What follows belongs to an exercise in optimizing a design on an open flow for small area and a short achievable clock period; a production flow would make more cautious choices.
No run shown here included a check of the RTL's function; only the layout flow was run.

==> flow/design.v, too long to show whole: its modules and the start of the top module <==
// module cubic_fixed: 1276 lines
module cubic_fixed #(
    parameter int WID     = 16,    
    parameter int FBITS   = 8      
)(
    input  logic                        clk,
    input  logic                        rst,
    input  logic signed [WID-1:0]       x,
    input  logic signed [WID-1:0]       a0,
    input  logic signed [WID-1:0]       a1,
    input  logic signed [WID-1:0]       a2,
    output logic signed [WID-1:0]       y
);
  // ...
==> flow/flow/run.sh <==
#!/bin/bash
# Standard ORFS layout (the standard.sh) with two changes:
#  - port buffers use buf_4 instead of the default delay-buffer cell;
#  - timing repair (after floorplan, CTS and global routing) aims for
#    9 ns of setup slack at the 15 ns clock, so the resizer sizes the
#    critical paths.  The SDC (clock period, I/O delays, load) is unchanged.
# Each ORFS step writes its own log under orfs/logs/; make's output goes to
# standard.log.
set -euo pipefail
export BUFFER_PORTS_ARGS="-buffer_cell sky130_fd_sc_hd__buf_4"
export SETUP_SLACK_MARGIN=9
bash standard.sh > standard.log 2>&1
==> flow/standard.sh <==
#!/bin/bash
# synth_recipe.tcl (not shown) runs the flow's synth.tcl, then flattens the netlist and writes it again
# the make line also repeats each setting of config.mk as NAME=value (left out here)
make -C /OpenROAD-flow-scripts/flow DESIGN_CONFIG=/design/flow/config.mk WORK_HOME=/design/flow/orfs CLKGATE_MAP_FILE= SYNTH_SCRIPT=/design/flow/synth_recipe.tcl "${@:-finish}"
==> flow/config.mk <==
export PLATFORM = sky130hd
export DESIGN_NAME = cubic_fixed
export DESIGN_NICKNAME = cubic_fixed
export VERILOG_FILES = /design/flow/design.v
export SDC_FILE = /design/flow/constraint.sdc
export NUM_CORES = 4
export LEC_CHECK = 0
export ABC_AREA = 1
export CAP_MARGIN = 20
export CORE_MARGIN = 2
export CORE_UTILIZATION = 40
export SLEW_MARGIN = 20
==> flow/constraint.sdc <==
create_clock -name core_clock -period 15.0 [get_ports {clk}]
set_input_delay 3.0000 -clock core_clock [delete_from_list [all_inputs] [get_ports {clk}]]
set_output_delay 3.0000 -clock core_clock [all_outputs]
set_load 0.01 [all_outputs]
==> summary.txt, run 1 <==
Clock Path Buffers = 2
post-route clock period utilization = 0.4122
clock-cell share of area = 0.02043
main combinational cell family by area after synthesis = adder cells
met1 usage = 0.3443
Seq/Total Area, Yosys = 0.1144
adder-cell share of the synthesized area = 0.3219
RSZ-0062 raised after global routing = yes
Fin. Hold Viols = 0
Synth top area share = 0.2273
number of antenna diodes = 0
Critical Path End = y[8]
GRT Total Usage = 0.2451
max_slew headroom = 0.3404
GR Util met3 = 0.05842
Final setup viols = 0
startpoint types = register
#MultiIn Comb = 2,487
DR vias = 23,150
total CTS buffers = 17
Buffers excl. clock = 183
Filler Cell Count = 6,373
CTS Hold Buffers Added = 0
vias in the first global route = 22,500
final core occ = 0.4738
met2 routed WL = 35.69 mm
status = finished clean
global-route wire length before repair = 127.2 mm
RR Endpoint = ax2_s1[1]$_DFF_P_
post-CTS setup buffer count = 25
area of the multi-input gates = 21,100 um2
top layer in use = met4
critical register-to-register path startpoint = sqa_s0[0]$_DFF_P_
post-synthesis mux area share = 0.0008818
Worst Hold Class = reg -> reg
Area-dominant class = multi-input gates
fin cells = 4,373
==> inputs of run 2 (changes only) <==
--- a/flow/design.v
+++ b/flow/design.v
@@ -65,18 +65,17 @@
     wire sq_s47, sq_c47;
     wire sq_s48, sq_c48;
     wire sq_s49, sq_c49;
     wire sq_s50, sq_c50;
     wire sq_s51, sq_c51;
     wire sq_s52, sq_c52;
     wire sq_s53, sq_c53;
     wire sq_s54, sq_c54;
-    wire [8:0] sq_lo;
-    wire [14:0] sqa_in, sqb_in;
+    wire [22:0] sq_in;
     assign sq_s0 = x[6] ^ (x[0] & x[11]);
     assign sq_c0 = x[6] & (x[0] & x[11]);
     assign sq_s1 = 1'b1 ^ ~((x[12] & x[0])) ^ (x[1] & x[11]);
     assign sq_c1 = (1'b1 & ~((x[12] & x[0]))) | (1'b1 & (x[1] & x[11])) | (~((x[12] & x[0])) & (x[1] & x[11]));
     assign sq_s2 = x[7] ^ ~((x[12] & x[1])) ^ (x[2] & x[11]);
     assign sq_c2 = (x[7] & ~((x[12] & x[1]))) | (x[7] & (x[2] & x[11])) | (~((x[12] & x[1])) & (x[2] & x[11]));
     assign sq_s3 = x[4] ^ (x[0] & x[7]);
     assign sq_c3 = x[4] & (x[0] & x[7]);
@@ -177,40 +176,32 @@
     assign sq_s51 = sq_c20 ^ sq_s34 ^ sq_c33;
     assign sq_c51 = (sq_c20 & sq_s34) | (sq_c20 & sq_c33) | (sq_s34 & sq_c33);
     assign sq_s52 = (x[9] & x[10]) ^ sq_c34 ^ sq_s35;
     assign sq_c52 = ((x[9] & x[10]) & sq_c34) | ((x[9] & x[10]) & sq_s35) | (sq_c34 & sq_s35);
     assign sq_s53 = ~((x[12] & x[8])) ^ (x[9] & x[11]) ^ sq_c35;
     assign sq_c53 = (~((x[12] & x[8])) & (x[9] & x[11])) | (~((x[12] & x[8])) & sq_c35) | ((x[9] & x[11]) & sq_c35);
     assign sq_s54 = x[11] ^ ~((x[12] & x[9])) ^ (x[10] & x[11]);
     assign sq_c54 = (x[11] & ~((x[12] & x[9]))) | (x[11] & (x[10] & x[11])) | (~((x[12] & x[9])) & (x[10] & x[11]));
-    assign sq_lo = {1'b0, sq_c38, sq_c37, sq_c36, sq_s36, (x[0] & x[2]), x[1], 1'b0, x[0]} + {1'b0, sq_s39, sq_s38, sq_s37, (x[1] & x[2]), 1'b0, (x[0] & x[1]), 1'b0, 1'b0};
-    assign sqa_in = {sq_c53, sq_c52, sq_c51, sq_c50, sq_c49, sq_c48, sq_c47, sq_c46, sq_c45, sq_c44, sq_c43, sq_c42, sq_c41, sq_c40, sq_c39};
-    assign sqb_in = {sq_s54, sq_s53, sq_s52, sq_s51, sq_s50, sq_s49, sq_s48, sq_s47, sq_s46, sq_s45, sq_s44, sq_s43, sq_s42, sq_s41, sq_s40};
+    assign sq_in = {sq_c53, sq_c52, sq_c51, sq_c50, sq_c49, sq_c48, sq_c47, sq_c46, sq_c45, sq_c44, sq_c43, sq_c42, sq_c41, sq_c40, sq_c39, sq_c38, sq_c37, sq_c36, sq_s36, (x[0] & x[2]), x[1], 1'b0, x[0]} + {sq_s54, sq_s53, sq_s52, sq_s51, sq_s50, sq_s49, sq_s48, sq_s47, sq_s46, sq_s45, sq_s44, sq_s43, sq_s42, sq_s41, sq_s40, sq_s39, sq_s38, sq_s37, (x[1] & x[2]), 1'b0, (x[0] & x[1]), 1'b0, 1'b0};
     logic               x3sat_s0, rst_s0, rst_s1;
     logic signed [15:0] x_s0, a0_s0, a1_s0, a2_s0;
     always_ff @(posedge clk) begin
         x3sat_s0 <= x3sat_in;
         x_s0     <= x;
         a0_s0    <= a0;
         a1_s0    <= a1;
         a2_s0    <= a2;
         rst_s0   <= rst;
     end
     logic [14:0] x2;
-    logic [14:0] sqa_s0, sqb_s0;
-    logic        sqc_s0;
-    always_ff @(posedge clk) begin
-        sqa_s0   <= sqa_in | {15{x2sat_in}};
-        sqb_s0   <= sqb_in & ~{15{x2sat_in}};
-        sqc_s0   <= sq_lo[8] & ~x2sat_in;
-    end
-    logic [15:0] x2sum;
-    assign x2sum = {sqa_s0, sqc_s0} + {sqb_s0, sqc_s0};
-    assign x2 = x2sum[15:1];
+    logic [14:0] x2_s0;
+    always_ff @(posedge clk)
+        x2_s0 <= x2sat_in ? 15'h7fff : sq_in[22:8];
+    assign x2 = x2_s0;
     wire bx_one0, bx_two0, bx_neg0;
     wire bx_one1, bx_two1, bx_neg1;
     wire bx_one2, bx_two2, bx_neg2;
     wire bx_one3, bx_two3, bx_neg3;
     wire bx_one4, bx_two4, bx_neg4;
     wire bx_one5, bx_two5, bx_neg5;
     wire bx_one6, bx_two6, bx_neg6;
     wire bx_one7, bx_two7, bx_neg7;
@@ -1202,76 +1193,24 @@
     assign p3_c362 = (~(bx_neg4) & (((bx_one5 & x2[12]) | (bx_two5 & x2[11])) ^ bx_neg5)) | (~(bx_neg4) & p3_c341) | ((((bx_one5 & x2[12]) | (bx_two5 & x2[11])) ^ bx_neg5) & p3_c341);
     assign p3_s363 = 1'b1 ^ ((bx_two5 & x2[12]) ^ bx_neg5);
     assign p3_c363 = 1'b1 & ((bx_two5 & x2[12]) ^ bx_neg5);
     assign p3 = {p3_c363, p3_c362, p3_c361, p3_c360, p3_c359, p3_c358, p3_c357, p3_c356, p3_c355, p3_c354, p3_c353, p3_c352, p3_c351, p3_c350, p3_c349, p3_c348, p3_c347, p3_c346, p3_c345, p3_c344, p3_c343, p3_c342, p3_s342, (((bx_one0 & x2[1]) | (bx_two0 & x2[0])) ^ bx_neg0), ((bx_one0 & x2[0]) ^ bx_neg0)} + {~(bx_neg5), p3_s363, p3_s362, p3_s361, p3_s360, p3_s359, p3_s358, p3_s357, p3_s356, p3_s355, p3_s354, p3_s353, p3_s352, p3_s351, p3_s350, p3_s349, p3_s348, p3_s347, p3_s346, p3_s345, p3_s344, p3_s343, bx_neg1, 1'b0, bx_neg0};
     logic signed [15:0] ax1_n, ax2_n, x3_n;
     assign ax1_n = (&p1[31:23] | ~|p1[31:23]) ? p1[23:8] : {p1[31], {15{~p1[31]}}};
     assign ax2_n = (&p2[30:23] | ~|p2[30:23]) ? p2[23:8] : {p2[30], {15{~p2[30]}}};
     assign x3_n  = x3sat_s0 ? {x_s0[15], {15{~x_s0[15]}}} : p3[23:8];
-    logic signed [15:0] ax1_s1, ax2_s1, x3_s1;
+    wire [15:0] cs_s = ax1_n ^ ax2_n ^ x3_n;
+    wire [16:1] cs_c = (ax1_n & ax2_n) | (ax1_n & x3_n) | (ax2_n & x3_n);
+    logic [15:0] cs_s_s1;
+    logic [16:1] cs_c_s1;
     always_ff @(posedge clk) begin
-        ax1_s1 <= ax1_n;
-        ax2_s1 <= ax2_n;
-        x3_s1  <= x3_n;
-        rst_s1 <= rst | rst_s0;
+        cs_s_s1 <= cs_s;
+        cs_c_s1 <= cs_c;
+        rst_s1  <= rst | rst_s0;
     end
-    wire fs_s364, fs_c364;
-    wire fs_s365, fs_c365;
-    wire fs_s366, fs_c366;
-    wire fs_s367, fs_c367;
-    wire fs_s368, fs_c368;
-    wire fs_s369, fs_c369;
-    wire fs_s370, fs_c370;
-    wire fs_s371, fs_c371;
-    wire fs_s372, fs_c372;
-    wire fs_s373, fs_c373;
-    wire fs_s374, fs_c374;
-    wire fs_s375, fs_c375;
-    wire fs_s376, fs_c376;
-    wire fs_s377, fs_c377;
-    wire fs_s378, fs_c378;
-    wire fs_s379, fs_c379;
-    wire fs_s380, fs_c380;
-    wire fs_s381, fs_c381;
-    wire [17:0] sum;
-    assign fs_s364 = ax1_s1[0] ^ ax2_s1[0];
-    assign fs_c364 = ax1_s1[0] & ax2_s1[0];
-    assign fs_s365 = ax1_s1[1] ^ ax2_s1[1] ^ x3_s1[1];
-    assign fs_c365 = (ax1_s1[1] & ax2_s1[1]) | (ax1_s1[1] & x3_s1[1]) | (ax2_s1[1] & x3_s1[1]);
-    assign fs_s366 = ax1_s1[2] ^ ax2_s1[2] ^ x3_s1[2];
-    assign fs_c366 = (ax1_s1[2] & ax2_s1[2]) | (ax1_s1[2] & x3_s1[2]) | (ax2_s1[2] & x3_s1[2]);
-    assign fs_s367 = ax1_s1[3] ^ ax2_s1[3] ^ x3_s1[3];
-    assign fs_c367 = (ax1_s1[3] & ax2_s1[3]) | (ax1_s1[3] & x3_s1[3]) | (ax2_s1[3] & x3_s1[3]);
-    assign fs_s368 = ax1_s1[4] ^ ax2_s1[4] ^ x3_s1[4];
-    assign fs_c368 = (ax1_s1[4] & ax2_s1[4]) | (ax1_s1[4] & x3_s1[4]) | (ax2_s1[4] & x3_s1[4]);
-    assign fs_s369 = ax1_s1[5] ^ ax2_s1[5] ^ x3_s1[5];
-    assign fs_c369 = (ax1_s1[5] & ax2_s1[5]) | (ax1_s1[5] & x3_s1[5]) | (ax2_s1[5] & x3_s1[5]);
-    assign fs_s370 = ax1_s1[6] ^ ax2_s1[6] ^ x3_s1[6];
-    assign fs_c370 = (ax1_s1[6] & ax2_s1[6]) | (ax1_s1[6] & x3_s1[6]) | (ax2_s1[6] & x3_s1[6]);
-    assign fs_s371 = ax1_s1[7] ^ ax2_s1[7] ^ x3_s1[7];
-    assign fs_c371 = (ax1_s1[7] & ax2_s1[7]) | (ax1_s1[7] & x3_s1[7]) | (ax2_s1[7] & x3_s1[7]);
-    assign fs_s372 = ax1_s1[8] ^ ax2_s1[8] ^ x3_s1[8];
-    assign fs_c372 = (ax1_s1[8] & ax2_s1[8]) | (ax1_s1[8] & x3_s1[8]) | (ax2_s1[8] & x3_s1[8]);
-    assign fs_s373 = ax1_s1[9] ^ ax2_s1[9] ^ x3_s1[9];
-    assign fs_c373 = (ax1_s1[9] & ax2_s1[9]) | (ax1_s1[9] & x3_s1[9]) | (ax2_s1[9] & x3_s1[9]);
-    assign fs_s374 = ax1_s1[10] ^ ax2_s1[10] ^ x3_s1[10];
-    assign fs_c374 = (ax1_s1[10] & ax2_s1[10]) | (ax1_s1[10] & x3_s1[10]) | (ax2_s1[10] & x3_s1[10]);
-    assign fs_s375 = ax1_s1[11] ^ ax2_s1[11] ^ x3_s1[11];
-    assign fs_c375 = (ax1_s1[11] & ax2_s1[11]) | (ax1_s1[11] & x3_s1[11]) | (ax2_s1[11] & x3_s1[11]);
-    assign fs_s376 = ax1_s1[12] ^ ax2_s1[12] ^ x3_s1[12];
-    assign fs_c376 = (ax1_s1[12] & ax2_s1[12]) | (ax1_s1[12] & x3_s1[12]) | (ax2_s1[12] & x3_s1[12]);
-    assign fs_s377 = ax1_s1[13] ^ ax2_s1[13] ^ x3_s1[13];
-    assign fs_c377 = (ax1_s1[13] & ax2_s1[13]) | (ax1_s1[13] & x3_s1[13]) | (ax2_s1[13] & x3_s1[13]);
-    assign fs_s378 = ax1_s1[14] ^ ax2_s1[14] ^ x3_s1[14];
-    assign fs_c378 = (ax1_s1[14] & ax2_s1[14]) | (ax1_s1[14] & x3_s1[14]) | (ax2_s1[14] & x3_s1[14]);
-    assign fs_s379 = ax1_s1[15] ^ ax2_s1[15] ^ x3_s1[15];
-    assign fs_c379 = (ax1_s1[15] & ax2_s1[15]) | (ax1_s1[15] & x3_s1[15]) | (ax2_s1[15] & x3_s1[15]);
-    assign fs_s380 = ax1_s1[15] ^ ax2_s1[15] ^ x3_s1[15];
-    assign fs_c380 = (ax1_s1[15] & ax2_s1[15]) | (ax1_s1[15] & x3_s1[15]) | (ax2_s1[15] & x3_s1[15]);
-    assign fs_s381 = ax1_s1[15] ^ ax2_s1[15] ^ x3_s1[15];
-    assign fs_c381 = (ax1_s1[15] & ax2_s1[15]) | (ax1_s1[15] & x3_s1[15]) | (ax2_s1[15] & x3_s1[15]);
-    assign sum = {fs_c380, fs_c379, fs_c378, fs_c377, fs_c376, fs_c375, fs_c374, fs_c373, fs_c372, fs_c371, fs_c370, fs_c369, fs_c368, fs_c367, fs_c366, fs_c365, fs_c364, fs_s364} + {fs_s381, fs_s380, fs_s379, fs_s378, fs_s377, fs_s376, fs_s375, fs_s374, fs_s373, fs_s372, fs_s371, fs_s370, fs_s369, fs_s368, fs_s367, fs_s366, fs_s365, x3_s1[0]};
+    logic [17:0] sum;
+    assign sum = {{2{cs_s_s1[15]}}, cs_s_s1} + {cs_c_s1[16], cs_c_s1, 1'b0};
     wire pos = ~sum[17] & (sum[16] | sum[15]);
     wire neg =  sum[17] & ~(sum[16] & sum[15]);
     assign y[15]   = ~rst_s1 & (neg | (~pos & sum[15]));
     assign y[14:0] = {15{~rst_s1}} & ({15{pos}} | ({15{~neg}} & sum[14:0]));
 endmodule
==> run 2 against run 1 <==
Compared with the run above: non-clock buffer count up 70; register-to-register slack gained 160 ps; via count increased by 2.3%; hold slack gained 2.1 ps; cell count increased by 2.9%; synthesized area down 2.1%; routed wire length rose by 2.6%; worst setup slack better by 180 ps.
==> summary.txt, run 2 <==
Avg WL per Cell = 18.70 um
Syn Nets = 4,051
global-route wire length before repair = 127.8 mm (+0.50%)
Clock Path Buffers = 2 (unchanged)
R2R Setup Slk = 9120 ps
Period minus WS final = 6000 ps
Final ANT Viol Nets = 0
grt ovf = 0
Worst Hold Class = reg -> reg
row count = 91
synth cell count leaders = 724 x inv_1, 668 x nand2_1, 360 x xor2_1, 300 x o22ai_1, 290 x fa_1
Primary FF master, synth = dfxtp_1
htree depth = 4
Fin. Hold Viols = 0 (unchanged)
GP Congestion = 0.9583
IO buf count = 81
worst hold start = rst_s0$_DFF_P_
CTS tree = done
most frequent cells in the layout = 682 x inv_1, 611 x nand2_1, 350 x xor2_1
full die area = 64,550 um2
CTS Hold Buffers Added = 0 (unchanged)
Ys Warns = 1
Synth cell types = 51
Synth top area share = 0.2321 (+0.004764)
Setup Skew = 24.33 ps
share of layout cells above drive strength 1 = 0.1874
Least-Margin Pin Slew = 723.6 ps
Critical Path Source = x[1]
Net count, final = 4,195
total CTS buffers = 17 (unchanged)
chip width = 254.1 um
post-route clock period utilization = 0.4000 (-0.01224)
Initial Util = 0.4054
pin count of the biggest net entering global routing = 29
WS Path Type = in -> reg
GRT Total Usage = 0.2547 (+0.009659)
vias per inst = 5.267
Synth area leader = fa_1
DR iter-0 viols = 2,416
clock latency (worst-skew pair) = 500 ps
Critical Path End = x2_s0[14]$_SDFF_PP1_
largest cells by area after synthesis = fa_1 23%, xor2_1 13%, inv_1 11%, nand2_1 10%, ha_1 9.6%
fmax = 0.1667 GHz
Slew Limit Fails = 0
number of antenna diodes = 0 (unchanged)
DRC viols = 0
core footprint = 61,710 um2
Max-Cap Viols = 0
area of the multi-input gates = 20,950 um2 (-0.70%)
post-route cell area = 30,390 um2
CP required = 15,340 ps
CTS root buffer = clkbuf_16
crit path DAT = 6340 ps
status = finished clean
Syn Inst Count = 3,504
DP HPWL = 61.51 mm
share of synthesized registers carrying an async set or reset = 0
max_slew headroom = 0.5169 (+0.1765)
Filler Cell Count = 6,097 (-4.3%)
kind of end point of the critical path = register
Hold Crit Depth = 1
vias in the first global route = 22,800 (+1.3%)
Detailed Route WL = 84.13 mm
critical register-to-register path startpoint = x_s0[3]$_DFF_P_
RSZ-0062 raised after global routing = yes
FF+latch area = 2310 um2
placed cell area = 26,480 um2
DR vias = 23,690 (+2.3%)
Pre-antenna DRT Iters = 8
clock-pin slew on the worst setup and hold paths = 60 ps
Post-synth EDFFs = 0
Post-Syn Area = 25,020 um2
synthesis-to-finish area growth = 21.49%
Seq/Total Area, Yosys = 0.09123 (-0.02321)
syn avg cell area = 7.139 um2
initial antenna violation count = 0
most common cell after layout, fill and taps aside = inv_1
Reg2Reg Depth = 30
Ports = 82
RR Endpoint = cs_s_s1[12]$_DFF_P_
Final setup viols = 0 (unchanged)
top-count cell post-synth = inv_1
Min Hold Slack = 415.7 ps
Max Fanout on Critical Path = 6
startpoint types = primary input
Fin Setup TNS = 0 ps
CTS sink count = 114
#FFs+latches synth = 114
Die Span Y = 254.1 um
==> run 2: timing repair <==
item / CTS / global route
pin swaps: 13 / 126
gates resized for setup: 137 / 351
endpoints found under the setup margin: 50 / 53
cloned: 5 / 13
setup buffers: 34 / 99
==> run 2: cell families (layout without fill, tap and decap cells) <==
| group | Yosys count | in the layout | share of synthesized area |
|---|---|---|---|
| buf+inv | 896 | 1049 | 0.1360 |
| simple gates | 1036 | 1039 | 0.1703 |
| flops | 114 | 114 | 0.09123 |
| compound gates | 583 | 584 | 0.1366 |
| fa+ha+maj | 481 | 481 | 0.3276 |
| mux | 3 | 3 | 0.001350 |
| xor+xnor | 391 | 391 | 0.1369 |
==> run 2: worst min path at each step <==
stage                           to  slack [ps]
finish              rst_s1$_DFF_P_         420
global route        rst_s1$_DFF_P_         430
CTS                 rst_s1$_DFF_P_         420
detailed placement  rst_s1$_DFF_P_         400
global placement    rst_s1$_DFF_P_         400
floorplan           rst_s1$_DFF_P_         390
==> run 2: layer usage <==
| layer | wire length, um | vias up | track usage |
|---|---|---|---|
| li1 | - | 11290 | - |
| met1 | 37330 | 11120 | 0.3654 |
| met2 | 36400 | 1111 | 0.3778 |
| met3 | 7822 | 165 | 0.04937 |
| met4 | 2572 | 0 | 0.09294 |
| met5 | 0 | - | 0 |
==> run 2: through the flow <==
| step | std cells | util | worst slack, ps |
|---|---|---|---|
| 6_report | 4498 | 0.4925 | 9000 |
| 5_1_grt | 4498 | 0.4925 | 8908 |
| 2_1_floorplan | 3504 | - | 8646 |
| 3_3_place_gp | 4315 | 0.4291 | 8079 |
| 4_1_cts | 4386 | 0.4527 | 8957 |
| 3_5_place_dp | 4315 | 0.4291 | 8080 |
==> run 2: cell type report <==
class,instances,share of cell area
Multi-Input combinational cell,2498,0.6894
Inverter,757,0.1008
Timing Repair Buffer,253,0.07851
Sequential cell,114,0.07600
Tap cell,837,0.03446
Clock buffer,17,0.01400
Clock inverter,15,0.005270
Timing Repair inverter,7,0.001523
==> run 2: worst max-delay path: stages <==
cell     delay (ps)
buf_12          110
nand2_4          50
inv_2            30
fa_2            330
fa_1            480
inv_1            50
fa_1            490
inv_2            40
fa_1            510
inv_2            50
ha_4            240
a21oi_2         140
o21ai_2          80
a21oi_2         140
nand2_2          80
nand2_2         110
nand2_4          70
a21oi_2         160
or2_4           130
nand3_2          40
==> inputs of run 3 (changes only) <==
--- a/flow/flow/run.sh
+++ b/flow/flow/run.sh
@@ -4,3 +4,3 @@
 #  - timing repair (after floorplan, CTS and global routing) aims for
-#    9 ns of setup slack at the 15 ns clock, so the resizer sizes the
+#    0 ns of setup slack at the 15 ns clock, so the resizer sizes the
 #    critical paths.  The SDC (clock period, I/O delays, load) is unchanged.
@@ -10,3 +10,3 @@
 export BUFFER_PORTS_ARGS="-buffer_cell sky130_fd_sc_hd__buf_4"
-export SETUP_SLACK_MARGIN=9
+export SETUP_SLACK_MARGIN=0
 bash standard.sh > standard.log 2>&1
==> run 3 against run 2 <==
Compared with the run above: highest routed layer unchanged; global-route usage shrank 0.59 points; via count fell by 5.1%; first-iteration DRC count decreased by 20%; synthesized area unchanged.
==> summary.txt, run 3 <==
CP max stage delay = 760 ps (+250 ps)
CTS tree = done
Seq/Total Area, Yosys = 0.09123 (unchanged)
core footprint = 61,710 um2 (unchanged)
CP required = 15,340 ps (about the same)
Pre-antenna DRT Iters = 6 (-2)
Max Fanout on Critical Path = 18 (+12)
post-CTS setup buffer count = 0 (-100%)
Slew Limit Fails = 0 (unchanged)
Post-Syn Area = 25,020 um2 (unchanged)
Net count, final = 4,042 (-3.6%)
worst-path cell chain = ha_1, nor2_2, buf_4, clkinv_1, xor2_1, fa_1, fa_1, fa_1, inv_1, fa_1, ha_1, nand2_1, nor2_1, nand2_1, nor4_1, nand2_1, nand3_1, nand2_1, nor2_1, and2_1, nand2_1, nand2_2, nand2_1, fa_1
#FFs+latches synth = 114 (unchanged)
post-route clock period utilization = 0.4704 (+0.07042)
vias in the first global route = 22,150 (-2.9%)
Fin Setup TNS = 0 ps (unchanged)
PnR worst setup slack = 7944 ps (-1056 ps)
startpoint types = register
Syn Inst Count = 3,504 (unchanged)
DR vias = 22,490 (-5.1%)
DRC viols = 0 (unchanged)
Ports = 82 (unchanged)
pin count of the biggest net entering global routing = 32 (+10%)
most common cell after layout, fill and taps aside = inv_1
pre-CTS setup slack = 7990 ps (-90.41 ps)
synthesis-to-finish area growth = 7.718%
placed cell area = 26,350 um2 (-0.48%)
DR iter-0 viols = 1,939 (-20%)
largest cells by area after synthesis = fa_1 23%, xor2_1 13%, inv_1 11%, nand2_1 10%, ha_1 9.6%
kind of end point of the critical path = register
slowest CP cell = clkinv_1
Max-Cap Viols = 0 (unchanged)
Avg WL per Cell = 18.09 um (-3.3%)
Post-synth EDFFs = 0 (unchanged)
htree depth = 4 (unchanged)
GRT Total Usage = 0.2489 (-0.005879)
total CTS buffers = 17 (unchanged)
full die area = 64,550 um2 (unchanged)
Period minus WS final = 7056 ps (+1056 ps)
Syn Nets = 4,051 (unchanged)
Synth cell types = 51 (unchanged)
clock latency (worst-skew pair) = 480 ps (-20 ps)
GP Congestion = 0.9467 (-1.2%)
global-route wire length before repair = 124.7 mm (-2.4%)
CTS sink count = 114 (unchanged)
WS Path Type = reg -> reg
syn avg cell area = 7.139 um2 (unchanged)
vias per inst = 5.176 (-1.7%)
row count = 91 (unchanged)
Synth area leader = fa_1
status = finished clean
Setup Skew = 16.15 ps (-8.182 ps)
Synth top area share = 0.2321 (unchanged)
placed insts = 4,313 (-0.046%)
Clock Path Buffers = 2 (unchanged)
chip width = 254.1 um (unchanged)
Worst Hold Class = reg -> reg
initial antenna violation count = 0 (unchanged)
IO buf count = 81 (unchanged)
Ys Warns = 1 (unchanged)
Initial Util = 0.4054 (unchanged)
synth cell count leaders = 724 x inv_1, 668 x nand2_1, 360 x xor2_1, 300 x o22ai_1, 290 x fa_1
top-count cell post-synth = inv_1
Final setup viols = 0 (unchanged)
CTS resizes = 0 (-100%)
Fin. Hold Viols = 0 (unchanged)
crit path DAT = 7400 ps (+1060 ps)
CTS Hold Buffers Added = 0 (unchanged)
max_slew headroom = 0.2567 (-0.2602)
Least-Margin Pin Slew = 1114 ps (+390.2 ps)
Detailed Route WL = 78.59 mm (-6.6%)
RSZ-0062 raised after global routing = no
fmax = 0.1417 GHz (-15%)
DP HPWL = 60.48 mm (-1.7%)
share of synthesized registers carrying an async set or reset = 0 (unchanged)
most used cell, CP = nand2_1
CTS root buffer = clkbuf_16
share of layout cells above drive strength 1 = 0.06271 (-0.1247)
post-route cell area = 26,950 um2 (-11%)
fin cells = 4,345 (-3.4%)
clock-pin slew on the worst setup and hold paths = 70 ps (about the same)
Die Span Y = 254.1 um (unchanged)
grt ovf = 0 (unchanged)
number of antenna diodes = 0 (unchanged)
most frequent cells in the layout = 724 x inv_1, 668 x nand2_1, 360 x xor2_1
Final ANT Viol Nets = 0 (unchanged)
Primary FF master, synth = dfxtp_1
==> run 3: cell counts after synthesis <==
No cell type changed its count.
==> run 3: through the flow <==
step	utilization	hold slack (ps)
2_1_floorplan	-	392.5
3_3_place_gp	0.4271	403.1
3_5_place_dp	0.4271	408.3
4_1_cts	0.4366	425.6
5_1_grt	0.4366	446.8
6_report	0.4366	416.6
==> run 3: cell type report <==
| type | instances | area (um2) |
|---|---|---|
| sequential | 114 | 2282 |
| multi-input combinational | 2494 | 19350 |
| inverter | 757 | 2841 |
| fill | 6556 | 34770 |
| timing repair buffer | 111 | 833.3 |
| tap | 837 | 1047 |
| clock inverter | 15 | 162.7 |
| clock buffer | 17 | 425.4 |
==> run 3: kinds of logic (layout without fill, tap and decap cells) <==
kind of cell,after synthesis,after routing,synth area share
AO/OA/AOI/OAI,583,583,0.1366
XOR/XNOR,391,391,0.1369
adder cells (fa/ha/maj),481,481,0.3276
buffers and inverters,896,900,0.1360
flip-flops,114,114,0.09123
multiplexers,3,3,0.001350
AND/OR/NAND/NOR,1036,1036,0.1703
==> run 3: worst max-delay path, delay by kind of cell (launching register included) <==
family / cells / cell delay (ps)
flops: 1 / 340
simple gates: 13 / 1790
fa+ha+maj: 7 / 3100
buf+inv: 3 / 1200
xor+xnor: 1 / 470
==> run 3: path summary, 6_finish.rpt <==
kind	startpoint	end	slack (ps)	cells past startpoint
max	x_s0[9]$_DFF_P_	cs_s_s1[4]$_DFF_P_	7940	24
min	rst_s0$_DFF_P_	rst_s1$_DFF_P_	420	1
max reg2reg	x_s0[9]$_DFF_P_	cs_s_s1[4]$_DFF_P_	7940	24
min reg2reg	rst_s0$_DFF_P_	rst_s1$_DFF_P_	420	1
==> run 3: metal layers <==
metal	routed length, um	part of all wire	vias up	track usage
met3	7245	0.092	100	0.05695
met4	1837	0.023	0	0.07311
met1	35890	0.46	10470	0.3524
met2	33610	0.43	943	0.3763
met5	0	0	-	0
li1	-	-	10980	-
==> inputs of run 4 (changes only) <==
--- a/flow/flow/run.sh
+++ b/flow/flow/run.sh
@@ -4,3 +4,3 @@
 #  - timing repair (after floorplan, CTS and global routing) aims for
-#    0 ns of setup slack at the 15 ns clock, so the resizer sizes the
+#    8 ns of setup slack at the 15 ns clock, so the resizer sizes the
 #    critical paths.  The SDC (clock period, I/O delays, load) is unchanged.
@@ -10,3 +10,3 @@
 export BUFFER_PORTS_ARGS="-buffer_cell sky130_fd_sc_hd__buf_4"
-export SETUP_SLACK_MARGIN=0
+export SETUP_SLACK_MARGIN=8
 bash standard.sh > standard.log 2>&1
==> run 4 against run 3 <==
Compared with the run above: die area is the same; clock skew is essentially flat; flip-flop and latch count is the same; cell count grew 0.14%; final area grew 0.31%; maximum frequency grew 7.5%; critical path type unchanged; highest routed layer unchanged.
==> summary.txt, run 4 <==
CTS root buffer = clkbuf_16
Primary FF master, synth = dfxtp_1
Clock Path Buffers = 2 (unchanged)
Net count, final = 4,048 (+0.15%)
most common cell after layout, fill and taps aside = inv_1
total CTS buffers = 17 (unchanged)
DP HPWL = 60.48 mm (unchanged)
chip width = 254.1 um (unchanged)
synth cell count leaders = 724 x inv_1, 668 x nand2_1, 360 x xor2_1, 300 x o22ai_1, 290 x fa_1
pin count of the biggest net entering global routing = 32 (unchanged)
Syn Nets = 4,051 (unchanged)
Ys Warns = 1 (unchanged)
initial antenna violation count = 0 (unchanged)
Least-Margin Pin Slew = 1125 ps (+11.25 ps)
Final ANT Viol Nets = 0 (unchanged)
vias in the first global route = 22,150 (unchanged)
post-route clock period utilization = 0.4377 (-0.03268)
Fin. Hold Viols = 0 (unchanged)
area of the multi-input gates = 19,380 um2 (+0.12%)
DR iter-0 viols = 2,020 (+4.2%)
global-route wire length before repair = 124.7 mm (unchanged)
Worst Hold Class = reg -> reg
syn avg cell area = 7.139 um2 (unchanged)
slowest CP cell = fa_1
Fin Setup TNS = 0 ps (unchanged)
largest cells by area after synthesis = fa_1 23%, xor2_1 13%, inv_1 11%, nand2_1 10%, ha_1 9.6%
grt ovf = 0 (unchanged)
Syn Inst Count = 3,504 (unchanged)
CTS Hold Buffers Added = 0 (unchanged)
CTS sink count = 114 (unchanged)
Filler Cell Count = 6,549 (-0.11%)
core footprint = 61,710 um2 (unchanged)
Seq/Total Area, Yosys = 0.09123 (unchanged)
RSZ-0062 raised after global routing = no
share of layout cells above drive strength 1 = 0.06545 (+0.002739)
Synth top area share = 0.2321 (unchanged)
WS Path Type = reg -> reg
clock-pin slew on the worst setup and hold paths = 70 ps (about the same)
Post-Syn Area = 25,020 um2 (unchanged)
vias per inst = 5.167 (-0.18%)
Synth cell types = 51 (unchanged)
Initial Util = 0.4054 (unchanged)
placed insts = 4,313 (unchanged)
Final setup viols = 0 (unchanged)
DRC viols = 0 (unchanged)
crit path DAT = 6910 ps (-490 ps)
status = finished clean
kind of end point of the critical path = register
GRT Total Usage = 0.2489 (unchanged)
clock latency (worst-skew pair) = 480 ps (about the same)
row count = 91 (unchanged)
fmax = 0.1523 GHz (+7.5%)
GP Congestion = 0.9467 (unchanged)
CP max stage delay = 510 ps (-250 ps)
fin cells = 4,351 (+0.14%)
Setup Skew = 16.16 ps (+0.005400 ps)
startpoint types = register
synthesis-to-finish area growth = 8.053%
FF+latch area = 2282 um2 (unchanged)
Synth area leader = fa_1
most used cell, CP = nand2_1
share of synthesized registers carrying an async set or reset = 0 (unchanged)
Ports = 82 (unchanged)
Avg WL per Cell = 18.06 um (-0.17%)
Max-Cap Viols = 0 (unchanged)
CTS tree = done
IO buf count = 81 (unchanged)
DR vias = 22,480 (-0.040%)
Detailed Route WL = 78.56 mm (about the same)
max_slew headroom = 0.2491 (-0.007511)
#FFs+latches synth = 114 (unchanged)
most frequent cells in the layout = 724 x inv_1, 668 x nand2_1, 360 x xor2_1
full die area = 64,550 um2 (unchanged)
Post-synth EDFFs = 0 (unchanged)
Pre-antenna DRT Iters = 6 (unchanged)
htree depth = 4 (unchanged)
Period minus WS final = 6566 ps (-490.1 ps)
Slew Limit Fails = 0 (unchanged)
top-count cell post-synth = inv_1
number of antenna diodes = 0 (unchanged)
Die Span Y = 254.1 um (unchanged)
CP required = 15,340 ps (about the same)
Max Fanout on Critical Path = 31 (+13)
[run 4: changes by cell type in the layout (fill, tap and decap cells not counted), sizes merged]
cell,before,now
clkinv,7,6
buf,111,117
clkinvlp,2,3
[run 4: repair_timing]
action,CTS,global route
setup endpoints to repair,0,30
resized for setup,0,11
buffers inserted,0,6
[run 4: worst max-delay path, delay by kind of cell, from the launching register on]
family | cells | cell delay, ps
adder cells (fa/ha/maj) | 7 | 2950
buffers and inverters | 6 | 1050
AND/OR/NAND/NOR | 10 | 1060
XOR/XNOR | 1 | 190
flip-flops | 1 | 330
AO/OA/AOI/OAI | 5 | 790
[run 4: area by class of cell]
| cell class | instances | area share |
|---|---|---|
| multi-input combinational | 2494 | 0.7168 |
| inverter | 757 | 0.1053 |
| sequential | 114 | 0.08443 |
| tap | 837 | 0.03874 |
| timing repair buffer | 117 | 0.03296 |
| clock buffer | 17 | 0.01574 |
| clock inverter | 15 | 0.006018 |
[run 4: cells by family after synthesis]
kind of cell | count (synthesis) | synth area share
and+or+nand+nor | 1036 | 0.1703
DFF | 114 | 0.09123
buffers and inverters | 896 | 0.1360
AOI/OAI and AO/OA | 583 | 0.1366
xor gates and xnor gates | 391 | 0.1369
muxes | 3 | 0.001350
adders and majority gates | 481 | 0.3276
[run 4: metal layers]
layer  up-vias  GRT usage  part of all wire
li1      10990          -                 -
met1     10480     0.3524              0.46
met2       905     0.3763              0.43
met3       111    0.05695             0.089
met4         0    0.07311             0.025
met5         -          0                 0
[run 4: final timing paths]
kind                        start                 end  slack [ps]  depth (start not counted)
setup reg to reg  x_s0[1]$_DFF_P_  cs_s_s1[4]$_DFF_P_        8430                         29
hold / removal     rst_s0$_DFF_P_      rst_s1$_DFF_P_         420                          1
setup / recovery  x_s0[1]$_DFF_P_  cs_s_s1[4]$_DFF_P_        8430                         29
hold reg to reg    rst_s0$_DFF_P_      rst_s1$_DFF_P_         420                          1
[run 4: through the flow]
| step | setup slack (ps) | instance area [um2] | util | hold slack (ps) |
|---|---|---|---|---|
| global placement | 8027 | 26350 | 0.4271 | 403.1 |
| global route | 8026 | 27030 | 0.4380 | 446.8 |
| floorplan | 8202 | 25020 | - | 392.5 |
| finish | 8434 | 27030 | 0.4380 | 416.7 |
| detailed placement | 7990 | 26350 | 0.4271 | 408.3 |
| CTS | 8074 | 26940 | 0.4366 | 425.6 |

afterwards: timing with drivers on the ports:
The results above use ideal ports. As a check the final layouts listed here were re-extracted and re-timed, cells and wires unchanged.
Step 1 assumes that a clkbuf_16 drives the clock port and a buf_2 every other input.
Step 2 adds t to the input delays and takes it off the output delays; t is the mean of the earliest and latest rising clock arrival at the registers after step 1. Input paths then give back, and output paths get back, about the clock's delay inside the block.
Three values: ideal, step 1, step 2; two values: the first two.
run	t (ns)	setup slack, ns	hold slack, ns	slew at the worst register clock pin (ns)
run 1	0.549	8.817 / 8.759 / 8.962	0.414 / 0.414 / 0.414	0.09 / 0.09
run 2	0.544	9.000 / 8.974 / 8.429	0.416 / 0.416 / 0.416	0.09 / 0.09
run 3	0.530	7.944 / 7.944 / 7.944	0.417 / 0.417 / 0.417	0.07 / 0.07
run 4	0.529	8.434 / 8.434 / 7.991	0.417 / 0.417 / 0.417	0.07 / 0.07
After both steps setup and hold are still met in every run listed. For run 2, which loses most, drivers alone change the setup slack by -0.026 ns; drivers and shift together by -0.571 ns.
